What follows belongs to an exercise in optimizing a design on an open flow for small area; a production flow would make more cautious choices. Only simulation tests tie the RTL to the original design; equivalence was not proved. No activity file was given, so power comes from the tool's default toggle rates.

==> inputs of run a <==
==> flow/design.v <==
module key_debouce(
    input  wire clk,
    input  wire rst_n,
    input  wire key,
    output reg  press
);
localparam [9:0] WIDLE = 10'b1010101010;
localparam [9:0] WLAST = 10'b0010101010;
localparam [9:0] WLOAD = 10'b0010100110;
localparam [9:0] WMASK = 10'b1111011111;
reg key_reg;
reg [9:0] r;
wire fe   = key_reg & ~key;
wire last = (r & WMASK) == (WLAST & WMASK);
wire fb   = last ? WIDLE[0] : ~(r[9] ^ r[6]);
always @(posedge clk or negedge rst_n) begin
  if (!rst_n) begin
    key_reg <= 1'b1;
    r       <= WIDLE;
    press   <= 1'b0;
  end else begin
    key_reg <= key;
    r       <= fe ? WLOAD : {~r[8:0], fb};
    press   <= last & ~key;
  end
end
endmodule
module key_count(
    input  wire clk,
    input  wire rst_n,
    input  wire p0,           
    input  wire p1,           
    output reg  [3:0] n,
    output reg  [1:0] status
);
localparam [16:0] TLAST = 17'b00111001101000000;
wire ge30 = n[3] | (n[2] & n[1]);         
wire is25 = n[2] & ~n[1] & n[0];          
wire is30 = n[2] & n[1] & ~n[0];          
wire set  = is25 | is30;
reg [16:0] t;
wire tlast = (t == TLAST);
always @(posedge clk or negedge rst_n) begin
  if (!rst_n) begin
    n <= 4'd0;
  end else if (p0) begin
    n <= n + 4'd1;
  end else if (p1) begin
    n <= n + 4'd2;
  end else if (ge30) begin
    n <= 4'd1;
  end else if (is25) begin
    n <= 4'd0;
  end
end
always @(posedge clk) begin
  t <= set ? 17'd0 : {~t[15:0], t[16] ^ t[2]};
end
always @(posedge clk or negedge rst_n) begin
  if (!rst_n)
    status <= 2'b00;
  else if (is25)
    status <= 2'b01;
  else if (is30)
    status <= 2'b11;
  else if (tlast)
    status <= 2'b00;
end
endmodule
module seg_decode(
    input  wire [2:0] j,
    input  wire [3:0] n,
    output reg  [7:0] seg
);
always @(*) begin
  if (~j[2] & ~j[0])
    seg = n[0] ? 8'b1001_0010 : 8'b1100_0000;
  else if (~j[1] & j[0])
    case (n[3:1])
      3'd0: seg = 8'b0100_0000;
      3'd1: seg = 8'b0111_1001;
      3'd2: seg = 8'b0010_0100;
      3'd3: seg = 8'b1011_0000;
      default: seg = 8'b1001_1001;
    endcase
  else
    seg = 8'b0100_0000;
end
endmodule
module sel_driver(
    input  wire clk,
    input  wire rst_n,
    output wire ay,           
    output reg  [2:0] j,
    output wire [5:0] sel
);
localparam [9:0] AX = 10'b1000111000;
localparam [9:0] AY = 10'b0001110000;
reg [9:0] a;
wire ax = a[8:0] == AX[8:0];
assign ay = a[9:1] == AY[9:1];
always @(posedge clk or negedge rst_n) begin
  if (!rst_n) begin
    a <= AY;
    j <= 3'b000;
  end else begin
    a <= {a[8:0], a[9] ^ a[6] ^ ax};
    if (ax)
      j <= {j[1:0], ~j[2]};
  end
end
assign sel[5] = ~(~j[2] & ~j[0]);
assign sel[4] = ~(~j[1] &  j[0]);
assign sel[3] = ~(~j[2] &  j[1]);
assign sel[2] = ~( j[2] &  j[0]);
assign sel[1] = ~( j[1] & ~j[0]);
assign sel[0] = ~( j[2] & ~j[1]);
endmodule
module led(
    input  wire clk,
    input  wire rst_n,
    input  wire ay,
    input  wire [1:0] status,
    output reg  [3:0] led,
    output wire beep
);
reg [3:0] d;
reg [1:0] f;
reg [1:0] ps;
wire d9 = d[3] & d[0];
always @(posedge clk or negedge rst_n) begin
  if (!rst_n) begin
    d  <= 4'd9;
    f  <= 2'd3;
    ps <= 2'b10;
  end else begin
    ps <= status;
    if (ay) begin
      d <= d9 ? 4'd0 : d + 4'd1;
      if (d9)
        f <= f + 2'd1;
    end
  end
end
always @(*) begin
  case (ps)
    2'b11:   led = 4'b0001 << f;
    2'b01:   led = f[0] ? 4'b0000 : 4'b1111;
    2'b10:   led = 4'b1111;
    default: led = 4'b0000;
  endcase
end
beep beep_inst(.ps(ps), .f(f), .beep(beep));
endmodule
module beep(
    input  wire [1:0] ps,
    input  wire [1:0] f,
    output wire beep
);
assign beep = ~((ps == 2'b01 & f[0]) | (ps == 2'b11 & ~f[1]));
endmodule
module key_counter_top(
   input wire clk,
   input wire rst_n,
   input wire [1:0] key,
   output wire [5:0] sel,
   output wire [7:0] seg,
   output wire [3:0] numberled,
   output wire number_beep
);
wire [1:0] press;
wire [3:0] n;
wire [1:0] status;
wire [2:0] j;
wire ay;
key_debouce key_debouce1(.clk(clk), .rst_n(rst_n), .key(key[0]), .press(press[0]));
key_debouce key_debouce2(.clk(clk), .rst_n(rst_n), .key(key[1]), .press(press[1]));
key_count key_count_inst(.clk(clk), .rst_n(rst_n), .p0(press[0]), .p1(press[1]),
                         .n(n), .status(status));
sel_driver sel_driver_inst(.clk(clk), .rst_n(rst_n), .ay(ay), .j(j), .sel(sel));
seg_decode seg_decode_inst(.j(j), .n(n), .seg(seg));
led number_led(.clk(clk), .rst_n(rst_n), .ay(ay), .status(status),
               .led(numberled), .beep(number_beep));
endmodule
==> flow/run.sh <==
#!/bin/bash
# synth_recipe.tcl (not shown) runs the flow's synth.tcl, then flattens the netlist and writes it again
# the make line also repeats each setting of config.mk as NAME=value (left out here)
make -C /OpenROAD-flow-scripts/flow DESIGN_CONFIG=/design/flow/config.mk WORK_HOME=/design/flow/orfs CLKGATE_MAP_FILE= SYNTH_SCRIPT=/design/flow/synth_recipe.tcl finish
==> flow/config.mk <==
export PLATFORM = sky130hd
export DESIGN_NAME = key_counter_top
export DESIGN_NICKNAME = key_counter_top
export VERILOG_FILES = /design/flow/design.v
export SDC_FILE = /design/flow/constraint.sdc
export NUM_CORES = 4
export LEC_CHECK = 0
export CAP_MARGIN = 20
export CORE_MARGIN = 2
export CORE_UTILIZATION = 40
export SLEW_MARGIN = 20
==> flow/constraint.sdc <==
create_clock -name core_clock -period 70.0 [get_ports {clk}]
set_input_delay 14.0000 -clock core_clock [delete_from_list [all_inputs] [get_ports {clk}]]
set_output_delay 14.0000 -clock core_clock [all_outputs]
set_load 0.01 [all_outputs]
==> run b: changes against run a <==
CTS_BUF_LIST = sky130_fd_sc_hd__clkbuf_8   (was default)
CTS_CLUSTER_DIAMETER = 100   (was default)
CTS_CLUSTER_SIZE = 40   (was default)
==> results.txt <==
Outcome: run a no timing/DRC/antenna violations; run b no timing/DRC/antenna violations
Worst VDD drop: run a 0.0260 mV; run b 0.0260 mV
Proportion of cell area spent on the clock network: run a 6.83%; run b 6.83%
Logic power comb: run a 0.0218 mW; run b 0.0217 mW
Sequential share of power: run a 49.0%; run b 49.1%
WL/cell: run a 12.5 um; run b 12.5 um
Final WS setup: run a 54.00 ns; run b 54.00 ns
Sum of routed wire segments on met1: run a 2220 um; run b 2200 um
Cell internal power dissipation: run a 0.0803 mW; run b 0.0801 mW
Max frequency: run a 0.0625 GHz; run b 0.0625 GHz
Switching power: run a 0.0304 mW; run b 0.0303 mW
Pin slew with the least headroom to its limit: run a 0.618 ns; run b 0.618 ns
Met2 WL post-DR: run a 1860 um; run b 1870 um
Minimum clock period: run a 16.00 ns; run b 16.00 ns
P_clk: run a 0.0346 mW; run b 0.0344 mW
Switching part of the total: run a 27.4%; run b 27.5%
Post-layout total power: run a 0.111 mW; run b 0.110 mW
Clock share of power: run a 31.3%; run b 31.2%
PD cells: run a 34.9 nW/um^2; run b 34.9 nW/um^2
Starting DRC count in detailed routing: run a 99; run b 109
Routed via count: run a 1665; run b 1667
Max transition margin: run a 58.8%; run b 58.8%
Leakage power summed over all cells: run a 1.35 nW; run b 1.35 nW
Routed wire length on met3: run a 118 um; run b 138 um
Post-Route WL: run a 4310 um; run b 4300 um
Detailed-route vias per instance: run a 4.84; run b 4.85

==> re-timing with driven ports <==
How much do the figures lean on ideal ports? The routed layouts below were timed once more, with nothing changed but the port constraints. Step 1: set_driving_cell puts a clkbuf_16 on clk and a buf_2 on each other input, an assumption about the parent block. Step 2, shift: input delay + t, output delay - t, t = (earliest + latest rising clock arrival at the registers) / 2. This alone moves slack from input paths to output paths. a / b / c = ideal ports / drivers / drivers and shift; a / b = the first two.
run	t, ns	setup slack, ns	latest minus earliest clock arrival (ns)	worst register clock-pin slew, ns
run a	0.361	53.996 / 53.968 / 54.329	0.008 / 0.008	0.08 / 0.08
run b	0.360	53.998 / 53.970 / 54.330	0.007 / 0.007	0.07 / 0.07
After both steps setup and hold are still met in every run listed.
